Source: an optimization exercise on an open RTL-to-GDS flow (aim: small area, a short achievable clock period and few clock cycles per item). Production flows keep margins and buffers that such runs may drop.
Where RTL was checked, it was by simulation tests only, not by an equivalence proof against the original.
Power figures rest on the tool's default switching activity, not on a simulated workload.

// sha1_exec
module sha1_exec(clk, reset, start, data_in, load_in, cv,
  use_prev_cv, busy, out_valid, cv_next);
Size in the first run: ~890 flip-flops, about 360 I/O pins.
==> flow/config.mk <==
export PLATFORM = sky130hd
export DESIGN_NAME = sha1_exec
export DESIGN_NICKNAME = sha1_exec
export VERILOG_FILES = /design/flow/design.v
export SDC_FILE = /design/flow/constraint.sdc
export NUM_CORES = 4
export LEC_CHECK = 0
export ABC_AREA = 1
export CAP_MARGIN = 20
export CORE_MARGIN = 2
export CORE_UTILIZATION = 55
export CTS_CLUSTER_DIAMETER = 100
export CTS_CLUSTER_SIZE = 20
export PLACE_DENSITY = 0.7
export SETUP_SLACK_MARGIN = 5
export SLEW_MARGIN = 20
==> flow/constraint.sdc <==
create_clock -name core_clock -period 8.0 [get_ports {clk}]
set_input_delay 1.6000 -clock core_clock [delete_from_list [all_inputs] [get_ports {clk}]]
set_output_delay 1.6000 -clock core_clock [all_outputs]
set_load 0.01 [all_outputs]
standard.sh (not shown) runs the stock make flow with config.mk's settings and CLKGATE_MAP_FILE= SYNTH_SCRIPT=/design/flow/synth_recipe.tcl, a recipe that flattens the netlist after the stock synthesis.
==> flow/flow/run.sh <==
#!/bin/bash
# Layout flow: the standard ORFS flow (standard.sh, unchanged synthesis),
# with the input/output port buffers inserted as buf_1 instead of ORFS's
# default pick; the resizer upsizes them where timing needs it.
# The make output goes to flow_make.log here; each ORFS step keeps its own
# log under orfs/logs/.
set -euo pipefail
export BUFFER_PORTS_ARGS="-buffer_cell sky130_fd_sc_hd__buf_1"
bash standard.sh finish > flow_make.log 2>&1
Testbench counts at the start, summed over its fixed seeds: cycles 33,416, blocks 384.
Rerun with:
--- a/flow/flow/run.sh
+++ b/flow/flow/run.sh
@@ -4 +4,2 @@
-# default pick; the resizer upsizes them where timing needs it.
+# default pick (the resizer upsizes them where timing needs it), and clock
+# tree synthesis without dummy loads.
@@ -8,0 +10 @@
+export CTS_ARGS="-sink_clustering_enable -repair_clock_nets -sink_clustering_size 25 -sink_clustering_max_diameter 150 -dont_use_dummy_load"
CORE_UTILIZATION = 40   (was 55)
CTS_CLUSTER_DIAMETER = 150   (was 100)
CTS_CLUSTER_SIZE = 25   (was 20)
PLACE_DENSITY = not set   (was 0.7)
Outcome: Worst setup slack gains 0.028 ns; routed wire length rises by 0.69%; design area hardly moves; die area rises by 37%; clock-buffer cell count falls by 37; via count falls by 3.4%.
Rerun with:
CORE_UTILIZATION = 50   (was 40)
After rerunning: Wire length came out lower by 0.72%. Final area drops by 0.61%. Fmax stays flat. Synthesized cell count does not change. Die area drops by 20%. Via count is higher by 0.72%. Worst setup slack gets worse by 0.0049 ns. Critical path depth went up by 10. Sequential cell count does not change.
Rerun with:
CORE_UTILIZATION = 40   (was 50)
PLACE_DENSITY = 0.72   (was not set)
Outcome: Die area climbs by 25%; global-route usage came out lower by 4.8 points; utilization fell by 11 points; routed wire length decreases by 0.41%; worst setup slack gets worse by 0.013 ns; hold slack hardly moves; sequential power is about the same; final cell count came out higher by 4.8%.
Rerun with:
--- a/flow/flow/run.sh
+++ b/flow/flow/run.sh
@@ -4,2 +4 @@
-# default pick (the resizer upsizes them where timing needs it), and clock
-# tree synthesis without dummy loads.
+# default pick; the resizer upsizes them where timing needs it.
@@ -10 +8,0 @@
-export CTS_ARGS="-sink_clustering_enable -repair_clock_nets -sink_clustering_size 25 -sink_clustering_max_diameter 150 -dont_use_dummy_load"
GPL_ROUTABILITY_DRIVEN = 0   (was not set)
PLACE_DENSITY = not set   (was 0.72)
What happened: The changed run completed with no timing, DRC or antenna violations. Utilization came out higher by 0.33 points. Final area went up by about 0.7%. Worst setup slack barely changes. Clock-buffer cell count rose by 31. Wire length increases by about 1.8%.
Rerun with:
GPL_ROUTABILITY_DRIVEN = not set   (was 0)
After rerunning: Via count is unchanged; non-clock buffer count does not change; design area does not change; setup slack stays the same; synthesized area stays the same; clock skew stays the same; total power is unchanged; maximum frequency is unchanged.

## job 101
Another version of the RTL of sha1_exec (not shown whole).
Size: about 890 flip-flops, ~360 I/O pins.
==> flow/design.v (excerpt) <==
module sha1_exec(clk, reset, start, data_in, load_in, cv,
  use_prev_cv, busy, out_valid, cv_next);
   input clk, reset;
   input start;
   input [31:0] data_in;
   input load_in;
   input [159:0] cv;
   input use_prev_cv;
   output        busy;
   output        out_valid;
   output [159:0] cv_next;
   reg            run;         
   reg [6:0]      e;           
   reg            feed_q;      
   reg            valid_q, busy_q;
   reg            is0, is1, le15, ring_q, ysel_q, last_q;
   reg            g0, g1, g2, g3;   
   wire           start_nc = start & ~use_prev_cv;
   wire           step = is0 | (le15 ? feed_q : run);
   reg [6:0]      e_n;
   reg            run_n;
   always @* begin
      run_n = run;
      e_n = e;
      if (start) begin
         run_n = 1'b1;
         if (start_nc) e_n = 7'd0;
         else if (step) e_n = e + 7'd1;
      end else if (last_q) begin
         run_n = 1'b0;
         e_n = 7'd0;
      end else if (step)
        e_n = e + 7'd1;
      if (reset) begin
         run_n = 1'b0;
         e_n = 7'd0;
      end
   end
   always @(posedge clk) begin
      run     <= run_n;
      e       <= e_n;
      is0     <= (e_n == 7'd0);
      is1     <= (e_n == 7'd1);
      le15    <= (e_n <= 7'd15);
  ...
export LEC_CHECK = 0
export ABC_CLOCK_PERIOD_IN_PS = 2500
export CAP_MARGIN = 20
export CORE_MARGIN = 2
export CORE_UTILIZATION = 40
export SETUP_SLACK_MARGIN = 5
export SLEW_MARGIN = 20
create_clock -name core_clock -period 8.0 [get_ports {clk}]
run.sh (not shown) runs the stock make flow with config.mk's settings and CLKGATE_MAP_FILE= SYNTH_SCRIPT=/design/flow/synth_recipe.tcl, a recipe that flattens the netlist after the stock synthesis.
Stock flow here: none of the scripts above is used.
Job 101 finished every step from synthesis to the final layout, and the layout passed the timing, design-rule and antenna checks.
Modified inputs, job 102 compared to job 101
- changing ABC_CLOCK_PERIOD_IN_PS from 2500 to 1500
--- outcome ---
Both conditions hold for job 102: the flow ran to the end and the final layout passed the timing, design-rule and antenna checks.
Re cell area: no difference whatsoever between job 101 and job 102.
Number of enable-type register cells in the synthesized netlist: job 101 vs job 102 identical
Re global routing met3 resource utilization: no difference whatsoever between job 101 and job 102.
Top achievable clock speed: job 102 vs job 101 identical
Summary of job 102 over job 101: combined flip-flop and latch cell area was more or less identical, placement-stage worst setup slack comparable.
Looking at job 101 and job 102, the area overhead of the layout relative to synthesis is a wash.
Going from job 101 to job 102, count of hold-fix buffers inserted at cts did not really move; portion of netlist area occupied by mux cells did not really move; number of nets with antenna violations after detailed routing about even.
No functional check of the RTL was part of any run of this note.

Another version of the RTL of sha1_exec (not shown whole).
Size: roughly 2900 cells after synthesis, roughly 890 flip-flops, roughly 360 I/O pins, ~40000 um^2 of cells after synthesis.
Settings: LEC_CHECK=0, CAP_MARGIN=20, CORE_MARGIN=2, CORE_UTILIZATION=40, CTS_CLUSTER_DIAMETER=70, CTS_CLUSTER_SIZE=35, SETUP_SLACK_MARGIN=5, SLEW_MARGIN=20; clock period 8.0 ns.
standard.sh (not shown) runs the stock make flow with config.mk's settings and CLKGATE_MAP_FILE= SYNTH_SCRIPT=/design/flow/synth_recipe.tcl, a recipe that flattens the netlist after the stock synthesis.
==> flow/flow/run.sh <==
#!/bin/bash
# Layout flow: the standard ORFS flow (standard.sh, unchanged synthesis),
# with the input/output port buffers inserted as buf_1 instead of ORFS's
# default pick; the resizer upsizes them where timing needs it.
# The make output goes to flow_make.log here; each ORFS step keeps its own
# log under orfs/logs/.
set -euo pipefail
export BUFFER_PORTS_ARGS="-buffer_cell sky130_fd_sc_hd__buf_1"
bash standard.sh finish > flow_make.log 2>&1
The baseline ran to the end with no violations.
Testbench counts at the start, summed over its fixed seeds: cycles 33,416, blocks 384.
==> next run, changes <==
--- a/flow/config.mk
+++ b/flow/config.mk
@@ -10,4 +10,2 @@
 export CORE_UTILIZATION = 40
-export CTS_CLUSTER_DIAMETER = 70
-export CTS_CLUSTER_SIZE = 35
 export SETUP_SLACK_MARGIN = 5
Effect: Setup slack is worse by 0.025 ns; cell count rose slightly; power rose by a few percent; core utilization rose by 0.99 points; via count rose slightly; worst hold slack is worse by 0.0044 ns; area after synthesis is unchanged.

Setup of onyx:
sha1_exec, a different RTL version from the one above (not shown whole).
Size in the first run: roughly 890 flip-flops, about 360 I/O pins, roughly 0.038 mm^2 of cells after synthesis.
Settings: LEC_CHECK=0, ABC_AREA=1, CAP_MARGIN=20, CORE_MARGIN=2, CORE_UTILIZATION=40, CTS_CLUSTER_DIAMETER=150, CTS_CLUSTER_SIZE=25, SETUP_SLACK_MARGIN=5, SLEW_MARGIN=20, TNS_END_PERCENT=20; clock period 8.0 ns.
==> flow/flow/run.sh <==
#!/bin/bash
# Layout flow: the standard ORFS flow (standard.sh, unchanged synthesis),
# with the input/output port buffers inserted as buf_1 instead of ORFS's
# default pick (the resizer upsizes them where timing needs it), and clock
# tree synthesis without dummy loads.
# The make output goes to flow_make.log here; each ORFS step keeps its own
# log under orfs/logs/.
set -euo pipefail
export BUFFER_PORTS_ARGS="-buffer_cell sky130_fd_sc_hd__buf_1"
export CTS_ARGS="-sink_clustering_enable -repair_clock_nets -sink_clustering_size 25 -sink_clustering_max_diameter 150 -dont_use_dummy_load"
bash standard.sh finish > flow_make.log 2>&1
Testbench counts of onyx, summed over its fixed seeds: cycles 33,416, blocks 384.
Here is what was changed in the inputs of amber compared with onyx.
Settings: TNS_END_PERCENT changed from 20 to 50.
Notes after the runs:
- amber: total power higher than onyx
- Worst-case setup margin in the final layout, onyx and amber: smaller value in onyx
- First-iteration DRC count delta (amber − onyx): favourable
- The proportion of cell area occupied by registers of onyx and that of amber are within noise of each other.
- Against onyx, amber reports a fraction of power consumed by the clock network that is lower.
- | total length of routed wires | onyx vs amber | ≈ equal |
- Compared with onyx, in amber synthesized cell count did not really move; register area did not really move; summed area of non-filler cells in the final layout went up; fraction of layout instances using a drive strength above 1 went up.

Q:
Another version of the RTL of sha1_exec (not shown whole).
Size in the first run: about 2600 cells after synthesis, about 880 flip-flops, ~360 I/O pins.
## sha1_exec
module sha1_exec(clk, reset, start, data_in, load_in, cv,
  use_prev_cv, busy, out_valid, cv_next);
export LEC_CHECK = 0
export ABC_CLOCK_PERIOD_IN_PS = 3500
export CAP_MARGIN = 20
export CORE_MARGIN = 2
export CORE_UTILIZATION = 40
export SETUP_SLACK_MARGIN = 4
export SLEW_MARGIN = 20
create_clock -name core_clock -period 8.0 [get_ports {clk}]
run.sh (not shown) runs the stock make flow with config.mk's settings and CLKGATE_MAP_FILE= SYNTH_SCRIPT=/design/flow/synth_recipe.tcl, a recipe that flattens the netlist after the stock synthesis.
Stock flow here: none of the scripts above is used.
Testbench counts of Q, summed over its fixed seeds: cycles 33,416, blocks 384.
[inputs] P vs Q
- a deleted SETUP_SLACK_MARGIN that had been 4
- a deleted ABC_CLOCK_PERIOD_IN_PS that had been 3500
==> summary.txt <==
Taking Q as the reference, in P power of the clock network went up about 2%; worst setup slack went down 0.71 ns.
Initial DRC count | P below Q
Sequential share of layout area for P: 0.85 points up relative to Q
P vs. Q: filler-free cell count of the finished design went down by about 1.5%.

[re-timing with driven ports]
How much do the figures lean on ideal ports? The routed layouts below were timed once more, with nothing changed but the port constraints. Step 1 assumes that a clkbuf_16 drives the clock port and a buf_2 every other input. Step 2 adds t to the input delays and takes it off the output delays; t is the mean of the earliest and latest rising clock arrival at the registers after step 1. Input paths then give back, and output paths get back, about the clock's delay inside the block. Slacks: ideal / step 1 / step 2; pairs: ideal / step 1.
run | t, ns | slack for setup (ns) | worst setup path at the end | latest minus earliest clock arrival (ns) | worst data-port slew with drivers (ns)
the first run of note 1 | 0.695 | 5.020 / 4.955 / 4.451 | input to register | 0.040 / 0.040 | 0.06
the second run of note 1 | 0.671 | 5.048 / 4.981 / 4.606 | input to register | 0.037 / 0.037 | 0.08
the third run of note 1 | 0.654 | 5.043 / 4.996 / 4.579 | input to register | 0.059 / 0.060 | 0.06
the fourth run of note 1 | 0.655 | 5.031 / 4.965 / 4.528 | input to register | 0.043 / 0.043 | 0.13
the fifth run of note 1 | 0.683 | 5.031 / 4.963 / 4.630 | input to register | 0.045 / 0.045 | 0.08
the sixth run of note 1 | 0.683 | 5.031 / 4.963 / 4.630 | input to register | 0.045 / 0.045 | 0.08
job 101 | 0.731 | 4.403 / 4.403 / 4.365 | input to register | 0.032 / 0.032 | 0.08
job 102 | 0.731 | 4.403 / 4.403 / 4.365 | input to register | 0.032 / 0.032 | 0.08
the first run of note 3 | 0.730 | 4.515 / 4.515 / 4.330 | input to register | 0.050 / 0.050 | 0.06
the second run of note 3 | 0.736 | 4.491 / 4.491 / 4.350 | input to register | 0.029 / 0.029 | 0.06
onyx | 0.659 | 4.999 / 4.943 / 4.515 | input to register | 0.035 / 0.035 | 0.12
amber | 0.645 | 5.036 / 4.970 / 4.467 | input to register | 0.061 / 0.060 | 0.10
Q | 0.736 | 3.969 / 3.969 / 3.602 | input to register | 0.033 / 0.033 | 0.08
P | 0.726 | 3.256 / 3.256 / 3.256 | register to register | 0.029 / 0.028 | 0.08
After both steps every run listed still meets setup and hold.
